From an optimization exercise on the open Yosys and OpenROAD flow, aimed at small area; shortcuts taken in it are not production practice. Function was checked by simulation only, so behaviour that the tests miss may differ from the original. No activity file was given, so power comes from the tool's default toggle rates.

==> module violet_core, before the edit <==
module violet_core #(parameter BAUD_DIV = 2604)
  (
    input wire i_clk,
    input wire rst,
    input wire [15:0] leds,
    input wire [15:0] display,
    output reg [15:0] buttons,
    input wire uart_rx,
    output wire uart_tx
  );
  function [11:0] lfsr_step(input [11:0] s);
    lfsr_step = {s[10:0], ~(s[11] ^ s[0])};
  endfunction
  function [11:0] lfsr_after(input integer n);
    integer i;
    begin
      lfsr_after = 12'd0;
      for (i = 0; i < n; i = i + 1)
        lfsr_after = lfsr_step(lfsr_after);
    end
  endfunction
  localparam [11:0] T_MASK = 12'b101010101010;
  localparam RX_HALF = (BAUD_DIV / 16) * 8;
  localparam [11:0] RX_MID = lfsr_after(RX_HALF - 1);
  localparam [11:0] RX_END = lfsr_after(2 * RX_HALF - 1);
  localparam [11:0] TX_END = lfsr_after(BAUD_DIV - 1);
  reg rx_d, rx_s;
  always @(posedge i_clk) begin
    rx_d <= uart_rx;
    rx_s <= rst | rx_d;
  end
  reg [11:0] rx_tr;     
  wire [11:0] rx_t = rx_tr ^ T_MASK;
  reg [10:0] rx_sh;
  reg [7:0]  rx_data_n;   
  wire [7:0] rx_data = ~rx_data_n;
  reg        rx_avail, rx_err;
  wire       rx_ack;
  wire rx_first = rx_sh[9:0] == 10'd0;         
  wire rx_idle  = rx_first && !rx_sh[10];
  wire rx_mid   = rx_t == RX_MID;
  wire rx_end   = rx_t == RX_END;
  wire rx_bad   = rx_first && rx_sh[10] && rx_mid && rx_s;   
  wire rx_done  = rx_end && rx_sh[0];           
  wire rx_clr   = rst || rx_bad || rx_done;
  wire rx_shift = rx_idle ? !rx_s : rx_mid;
  always @(posedge i_clk) begin
    if (rx_idle || rx_end)
      rx_tr <= T_MASK;
    else
      rx_tr <= lfsr_step(rx_t) ^ T_MASK;
    if (rx_clr)
      rx_sh <= 11'd0;
    else if (rx_shift)
      rx_sh <= {rx_idle | rx_s, rx_sh[10:1]};
    if (rx_done && !rx_err && rx_sh[10])
      rx_data_n <= ~rx_sh[9:2];
    if (rst || (rx_idle && rx_ack))
      rx_avail <= 1'b0;
    else if (rx_done && !rx_err && rx_sh[10])
      rx_avail <= 1'b1;
    if (rst || (rx_idle && rx_ack))
      rx_err <= 1'b0;
    else if (rx_bad || (rx_done && !rx_sh[10]))
      rx_err <= 1'b1;
  end
  reg [2:0]  dst;
  reg [1:0]  cls;         
  reg [15:0] cmd_data_n;    
  wire [15:0] cmd_data = ~cmd_data_n;
  assign rx_ack = dst[2];
  wire cmd_en = dst == 3'b010;
  wire d_read = !dst[2] && rx_avail;
  always @(posedge i_clk) begin
    if (d_read && !dst[0])
      cls <= rx_data[7:2] == 6'd0 ? rx_data[1:0] : 2'b00;
    if (d_read && dst[0])
      cmd_data_n <= ~{rx_data, cmd_data[15:8]};
    if (rst)
      dst <= 3'b000;
    else if (dst[2])
      dst <= {1'b0, dst[0], !dst[1]};
    else
      dst <= {rx_avail, dst[1] & dst[0], dst[0]};
  end
  localparam V_IDLE = 3'b000, V_REQ = 3'b011, V_TX1 = 3'b010, V_W1 = 3'b110,
             V_W2 = 3'b100;
  reg [2:0]  vst;
  reg [15:0] out_r;       
  wire [15:0] out = out_r ^ 16'hff00;
  wire       tx_idle;
  wire v_free = vst == V_IDLE || (vst == V_W2 && tx_idle);
  wire accept = cmd_en && cls[0] && v_free;
  wire tx_go  = (vst == V_W1 || vst == V_W2) && tx_idle;
  always @(posedge i_clk) begin
    if (rst)
      buttons <= 16'd0;
    else if (cmd_en && cls == 2'b10)
      buttons <= cmd_data;
    if (accept)
      out_r <= (cls[1] ? display : leds) ^ 16'hff00;
    else if (vst == V_W1 && tx_idle)
      out_r[7:0] <= out[15:8];
    if (rst)
      vst <= V_IDLE;
    else if (accept)
      vst <= V_REQ;
    else
      case (vst)
        V_REQ: vst <= V_TX1;
        V_TX1: vst <= V_W1;
        V_W1:  if (tx_idle) vst <= V_W2;
        V_W2:  if (tx_idle) vst <= V_IDLE;
        default: vst <= V_IDLE;
      endcase
  end
  reg [9:0]  tsh;
  reg [11:0] tx_tr;
  wire [11:0] tx_t = tx_tr ^ T_MASK;
  assign tx_idle = tsh == 10'd0;
  assign uart_tx = tsh[0] | (tsh[9:1] == 9'd0);
  wire tx_end = tx_t == TX_END;
  always @(posedge i_clk) begin
    if (tx_go || tx_end)
      tx_tr <= T_MASK;
    else
      tx_tr <= lfsr_step(tx_t) ^ T_MASK;
    if (rst)
      tsh <= 10'd0;
    else if (tx_go)
      tsh <= {1'b1, out[7:0], 1'b0};
    else if (tx_end)
      tsh <= tsh >> 1;
  end
endmodule
clock: 10.0 ns
lec_check: 0
cap_margin: 0
core_margin: 2
core_utilization: 40
slew_margin: 0
standard.sh (not shown) runs the stock make flow with config.mk's settings and CLKGATE_MAP_FILE= SYNTH_SCRIPT=/design/flow/synth_recipe.tcl, a recipe that flattens the netlist after the stock synthesis.
==> flow/flow/run.sh <==
#!/bin/bash
# Standard ORFS layout with three changes:
#  - synthesis maps the logic with an area-oriented ABC script (flow/area.abc);
#    everything else in synthesis, registers included, is the standard one
#  - port buffers are the smallest buffer cell
#  - the clock tree uses small buffers and no dummy loads
# make's full output goes to flow.log; ORFS keeps each step's log under orfs/logs.
set -euo pipefail
export MY_ABC_SCRIPT=$PWD/flow/area.abc
bash standard.sh \
  "SYNTH_SCRIPT=$PWD/flow/synth.tcl" \
  "BUFFER_PORTS_ARGS=-buffer_cell sky130_fd_sc_hd__buf_1" \
  "CTS_ARGS=-sink_clustering_enable -repair_clock_nets -buf_list sky130_fd_sc_hd__clkbuf_4 -sink_clustering_size 30 -sink_clustering_max_diameter 100 -dont_use_dummy_load" \
  finish > flow.log 2>&1
==> flow/flow/area.abc <==
strash
dc2
dch -f
amap
topo
dnsize -c
==> flow/flow/synth.tcl <==
# The standard synthesis (synth_recipe.tcl), except that ORFS's abc call
# gets the area-oriented script named by MY_ABC_SCRIPT (set by run.sh).
# Only the combinational mapping changes; registers are mapped as before.
proc synth {args} { yosys synth -nofsm -noshare {*}$args }
proc abc {args} {
  set i [lsearch -exact $args -script]
  if {$i >= 0 && [info exists ::env(MY_ABC_SCRIPT)]} { lset args [expr {$i + 1}] $::env(MY_ABC_SCRIPT) }
  yosys abc {*}$args
}
source $::env(SCRIPTS_DIR)/synth.tcl
# left out here: clear keep_hierarchy, flatten, clean up, hide names made inside functions, write 1_2_yosys.v
Change:
--- a/flow/design.v
+++ b/flow/design.v
@@ -129,11 +129,12 @@
   end
   reg [9:0]  tsh;
   reg [11:0] tx_tr;
   wire [11:0] tx_t = tx_tr ^ T_MASK;
   assign tx_idle = tsh == 10'd0;
-  assign uart_tx = tsh[0] | (tsh[9:1] == 9'd0);
+  reg txo;
+  assign uart_tx = txo;
   wire tx_end = tx_t == TX_END;
   always @(posedge i_clk) begin
     if (tx_go || tx_end)
       tx_tr <= T_MASK;
     else
@@ -142,7 +143,13 @@
       tsh <= 10'd0;
     else if (tx_go)
       tsh <= {1'b1, out[7:0], 1'b0};
     else if (tx_end)
       tsh <= tsh >> 1;
+    if (rst)
+      txo <= 1'b1;
+    else if (tx_go)
+      txo <= 1'b0;
+    else if (tx_end)
+      txo <= tsh[1] | (tsh[9:2] == 8'd0);
   end
 endmodule
What happened: Power rose by 1.3%; final area rose by 1.2%; wire length rose by 0.48%; register-to-register slack is better by 0.17 ns; final cell count rose by 3.8%; die area rose by 1.1%; sequential power rose by about 2%; synthesized cell count rose by 0.95%; clock power barely changes.

* * *

Setup of run 5:
The RTL this note starts from:
==> flow/design.v <==
`default_nettype none
module violet_top
  (
    input wire i_clk,
    input wire rst,
    input wire [15:0] leds,
    input wire [15:0] display,
    output wire [15:0] buttons,
    input wire uart_rx,
    output wire uart_tx
  );
  violet_core #(.BAUD_DIV(25000000 / 9600)) u_vio(i_clk, rst, leds, display, buttons, uart_rx, uart_tx);
endmodule
module violet_core #(parameter BAUD_DIV = 2604)
  (
    input wire i_clk,
    input wire rst,
    input wire [15:0] leds,
    input wire [15:0] display,
    output reg [15:0] buttons,
    input wire uart_rx,
    output wire uart_tx
  );
  function [11:0] lfsr_step(input [11:0] s);
    lfsr_step = {s[10:0], ~(s[11] ^ s[0])};
  endfunction
  function [11:0] lfsr_after(input integer n);
    integer i;
    begin
      lfsr_after = 12'd0;
      for (i = 0; i < n; i = i + 1)
        lfsr_after = lfsr_step(lfsr_after);
    end
  endfunction
  localparam [11:0] T_MASK = 12'b101010101010;
  localparam RX_HALF = (BAUD_DIV / 16) * 8;
  localparam [11:0] RX_MID = lfsr_after(RX_HALF - 1);
  localparam [11:0] RX_END = lfsr_after(2 * RX_HALF - 1);
  localparam [11:0] TX_END = lfsr_after(BAUD_DIV - 1);
  reg rx_d, rx_s;
  always @(posedge i_clk) begin
    rx_d <= uart_rx;
    rx_s <= rst | rx_d;
  end
  reg [11:0] rx_tr;     
  wire [11:0] rx_t = rx_tr ^ T_MASK;
  reg [10:0] rx_sh;
  reg [7:0]  rx_data;   
  reg        rx_avail, rx_err;
  wire       rx_ack;
  wire rx_first = rx_sh[9:0] == 10'd0;         
  wire rx_idle  = rx_first && !rx_sh[10];
  wire rx_mid   = rx_t == RX_MID;
  wire rx_end   = rx_t == RX_END;
  wire rx_bad   = rx_first && rx_sh[10] && rx_mid && rx_s;   
  wire rx_done  = rx_end && rx_sh[0];           
  wire rx_clr   = rst || rx_bad || rx_done;
  wire rx_shift = rx_idle ? !rx_s : rx_mid;
  always @(posedge i_clk) begin
    if (rx_idle || rx_end)
      rx_tr <= T_MASK;
    else
      rx_tr <= lfsr_step(rx_t) ^ T_MASK;
    if (rx_clr || rx_shift)
      rx_sh <= {rx_idle | rx_s, rx_sh[10:1]} & {11{!rx_clr}};
    if (rx_done && !rx_err && rx_sh[10])
      rx_data <= rx_sh[9:2];
    if (rst || (rx_idle && rx_ack))
      rx_avail <= 1'b0;
    else if (rx_done && !rx_err && rx_sh[10])
      rx_avail <= 1'b1;
    if (rst || (rx_idle && rx_ack))
      rx_err <= 1'b0;
    else if (rx_bad || (rx_done && !rx_sh[10]))
      rx_err <= 1'b1;
  end
  reg [2:0]  dst;
  reg [1:0]  cls;         
  reg [15:0] cmd_data;
  assign rx_ack = dst[2];
  wire cmd_en = dst == 3'b010;
  wire d_read = !dst[2] && rx_avail;
  always @(posedge i_clk) begin
    if (d_read && !dst[0])
      cls <= rx_data[7:2] == 6'd0 ? rx_data[1:0] : 2'b00;
    if (d_read && dst[0])
      cmd_data <= {rx_data, cmd_data[15:8]};
    if (rst)
      dst <= 3'b000;
    else if (dst[2])
      dst <= {1'b0, dst[0], !dst[1]};
    else
      dst <= {rx_avail, dst[1] & dst[0], dst[0]};
  end
  localparam V_IDLE = 3'b000, V_REQ = 3'b011, V_TX1 = 3'b010, V_W1 = 3'b110,
             V_W2 = 3'b100;
  reg [2:0]  vst;
  reg [15:0] out;
  wire       tx_idle;
  wire v_free = vst == V_IDLE || (vst == V_W2 && tx_idle);
  wire accept = cmd_en && cls[0] && v_free;
  wire tx_go  = (vst == V_W1 || vst == V_W2) && tx_idle;
  always @(posedge i_clk) begin
    if (rst)
      buttons <= 16'd0;
    else if (cmd_en && cls == 2'b10)
      buttons <= cmd_data;
    if (accept)
      out <= cls[1] ? display : leds;
    else if (vst == V_W1 && tx_idle)
      out[7:0] <= out[15:8];
    if (rst)
      vst <= V_IDLE;
    else if (accept)
      vst <= V_REQ;
    else
      case (vst)
        V_REQ: vst <= V_TX1;
        V_TX1: vst <= V_W1;
        V_W1:  if (tx_idle) vst <= V_W2;
        V_W2:  if (tx_idle) vst <= V_IDLE;
        default: vst <= V_IDLE;
      endcase
  end
  reg [9:0]  tsh;
  reg [11:0] tx_tr;
  wire [11:0] tx_t = tx_tr ^ T_MASK;
  assign tx_idle = tsh == 10'd0;
  assign uart_tx = tsh[0] | tx_idle;
  wire tx_end = tx_t == TX_END;
  always @(posedge i_clk) begin
    if (tx_go || tx_end)
      tx_tr <= T_MASK;
    else
      tx_tr <= lfsr_step(tx_t) ^ T_MASK;
    if (rst)
      tsh <= 10'd0;
    else if (tx_go)
      tsh <= {1'b1, out[7:0], 1'b0};
    else if (tx_end)
      tsh <= tsh >> 1;
  end
endmodule
export LEC_CHECK = 0
export CAP_MARGIN = 0
export CORE_MARGIN = 2
export CORE_UTILIZATION = 40
export SLEW_MARGIN = 0
create_clock -name core_clock -period 10.0 [get_ports {i_clk}]
==> flow/flow/synth.tcl <==
proc synth {args} { yosys synth -nofsm -noshare {*}$args }
proc abc {args} {
  set i [lsearch -exact $args -script]
  if {$i >= 0 && [info exists ::env(MY_ABC_SCRIPT)]} { lset args [expr {$i + 1}] $::env(MY_ABC_SCRIPT) }
  yosys abc {*}$args
}
source $::env(SCRIPTS_DIR)/synth.tcl
# left out here: clear keep_hierarchy, flatten, clean up, hide names made inside functions, write 1_2_yosys.v
Scripts as last shown in full above: flow/flow/run.sh, flow/flow/area.abc
Modified inputs, run 3 compared to run 5
==> flow/design.v, changed modules only <==
module violet_core #(parameter BAUD_DIV = 2604)
  (
    input wire i_clk,
    input wire rst,
    input wire [15:0] leds,
    input wire [15:0] display,
    output reg [15:0] buttons,
    input wire uart_rx,
    output wire uart_tx
  );
  function [11:0] lfsr_step(input [11:0] s);
    lfsr_step = {s[10:0], ~(s[11] ^ s[0])};
  endfunction
  function [11:0] lfsr_after(input integer n);
    integer i;
    begin
      lfsr_after = 12'd0;
      for (i = 0; i < n; i = i + 1)
        lfsr_after = lfsr_step(lfsr_after);
    end
  endfunction
  localparam [11:0] T_MASK = 12'b101010101010;
  localparam RX_HALF = (BAUD_DIV / 16) * 8;
  localparam [11:0] RX_MID = lfsr_after(RX_HALF - 1);
  localparam [11:0] RX_END = lfsr_after(2 * RX_HALF - 1);
  localparam [11:0] TX_END = lfsr_after(BAUD_DIV - 1);
  reg rx_d, rx_s;
  always @(posedge i_clk) begin
    rx_d <= uart_rx;
    rx_s <= rst | rx_d;
  end
  reg [11:0] rx_tr;     
  wire [11:0] rx_t = rx_tr ^ T_MASK;
  reg [10:0] rx_sh;
  reg [7:0]  rx_data_n;   
  wire [7:0] rx_data = ~rx_data_n;
  reg        rx_avail, rx_err;
  wire       rx_ack;
  wire rx_first = rx_sh[9:0] == 10'd0;         
  wire rx_idle  = rx_first && !rx_sh[10];
  wire rx_mid   = rx_t == RX_MID;
  wire rx_end   = rx_t == RX_END;
  wire rx_bad   = rx_first && rx_sh[10] && rx_mid && rx_s;   
  wire rx_done  = rx_end && rx_sh[0];           
  wire rx_clr   = rst || rx_bad || rx_done;
  wire rx_shift = rx_idle ? !rx_s : rx_mid;
  always @(posedge i_clk) begin
    if (rx_idle || rx_end)
      rx_tr <= T_MASK;
    else
      rx_tr <= lfsr_step(rx_t) ^ T_MASK;
    if (rx_clr)
      rx_sh <= 11'd0;
    else if (rx_shift)
      rx_sh <= {rx_idle | rx_s, rx_sh[10:1]};
    if (rx_done && !rx_err && rx_sh[10])
      rx_data_n <= ~rx_sh[9:2];
    if (rst || (rx_idle && rx_ack))
      rx_avail <= 1'b0;
    else if (rx_done && !rx_err && rx_sh[10])
      rx_avail <= 1'b1;
    if (rst || (rx_idle && rx_ack))
      rx_err <= 1'b0;
    else if (rx_bad || (rx_done && !rx_sh[10]))
      rx_err <= 1'b1;
  end
  reg [2:0]  dst;
  reg [1:0]  cls;         
  reg [15:0] cmd_data_n;    
  wire [15:0] cmd_data = ~cmd_data_n;
  assign rx_ack = dst[2];
  wire cmd_en = dst == 3'b010;
  wire d_read = !dst[2] && rx_avail;
  always @(posedge i_clk) begin
    if (d_read && !dst[0])
      cls <= rx_data[7:2] == 6'd0 ? rx_data[1:0] : 2'b00;
    if (d_read && dst[0])
      cmd_data_n <= ~{rx_data, cmd_data[15:8]};
    if (rst)
      dst <= 3'b000;
    else if (dst[2])
      dst <= {1'b0, dst[0], !dst[1]};
    else
      dst <= {rx_avail, dst[1] & dst[0], dst[0]};
  end
  localparam V_IDLE = 3'b000, V_REQ = 3'b011, V_TX1 = 3'b010, V_W1 = 3'b110,
             V_W2 = 3'b100;
  reg [2:0]  vst;
  reg [15:0] out_r;       
  wire [15:0] out = out_r ^ 16'hff00;
  wire       tx_idle;
  wire v_free = vst == V_IDLE || (vst == V_W2 && tx_idle);
  wire accept = cmd_en && cls[0] && v_free;
  wire tx_go  = (vst == V_W1 || vst == V_W2) && tx_idle;
  always @(posedge i_clk) begin
    if (rst)
      buttons <= 16'd0;
    else if (cmd_en && cls == 2'b10)
      buttons <= cmd_data;
    if (accept)
      out_r <= (cls[1] ? display : leds) ^ 16'hff00;
    else if (vst == V_W1 && tx_idle)
      out_r[7:0] <= out[15:8];
    if (rst)
      vst <= V_IDLE;
    else if (accept)
      vst <= V_REQ;
    else
      case (vst)
        V_REQ: vst <= V_TX1;
        V_TX1: vst <= V_W1;
        V_W1:  if (tx_idle) vst <= V_W2;
        V_W2:  if (tx_idle) vst <= V_IDLE;
        default: vst <= V_IDLE;
      endcase
  end
  reg [9:0]  tsh;
  reg [11:0] tx_tr;
  wire [11:0] tx_t = tx_tr ^ T_MASK;
  assign tx_idle = tsh == 10'd0;
  assign uart_tx = tsh[0] | tx_idle;
  wire tx_end = tx_t == TX_END;
  always @(posedge i_clk) begin
    if (tx_go || tx_end)
      tx_tr <= T_MASK;
    else
      tx_tr <= lfsr_step(tx_t) ^ T_MASK;
    if (rst)
      tsh <= 10'd0;
    else if (tx_go)
      tsh <= {1'b1, out[7:0], 1'b0};
    else if (tx_end)
      tsh <= tsh >> 1;
  end
endmodule
### Flow results
Diff run 5 -> run 3 | sequential share of cell area | decrease of 0.69 points
Cmp run 5 and run 3 / design area / lower: run 3
Lower post-synthesis cell area was reported by run 3, not run 5.
Going from run 5 to run 3, die area shrank by about 2.6%, final worst-path setup slack closely matched the old numbers.
The worst setup path endpoint comes out uart_tx in one run and u_vio.rx_sh[2] in the other, namely in run 3 and run 5 respectively.
There was hardly any difference in achievable clock frequency between run 3 and run 5.

[re-timing with driven ports]
The results above use ideal ports. As a check the final layouts listed here were re-extracted and re-timed, cells and wires unchanged.
Step 1 (the two cells are an assumption about what drives the block):
set clk [get_ports {i_clk}]
set_driving_cell -lib_cell sky130_fd_sc_hd__clkbuf_16 $clk
set_driving_cell -lib_cell sky130_fd_sc_hd__buf_2 [delete_from_list [all_inputs] $clk]
Step 2 adds t to the input delays and takes it off the output delays; t is the mean of the earliest and latest rising clock arrival at the registers after step 1. Input paths then give back, and output paths get back, about the clock's delay inside the block.
Three values: no drivers, after step 1, after step 2; two values: the first two.
run | t (ns) | setup slack, ns | worst hold slack (ns) | worst setup path at the end | worst slew at a driven data input, ns
the first run of note 1 | 0.490 | 6.297 / 6.288 / 5.799 | 0.378 / 0.378 / 0.378 | input to register | 0.03
the second run of note 1 | 0.491 | 7.011 / 6.978 / 6.724 | 0.385 / 0.385 / 0.385 | input to register | 0.04
run 5 | 0.496 | 5.808 / 5.811 / 5.314 | 0.369 / 0.369 / 0.369 | input to register | 0.04
run 3 | 0.482 | 5.809 / 5.780 / 5.900 | 0.351 / 0.351 / 0.351 | input to register | 0.03
After both steps every run listed still meets setup and hold. For the first run of note 1, which loses most, drivers alone change the setup slack by -0.009 ns; drivers and shift together by -0.498 ns.
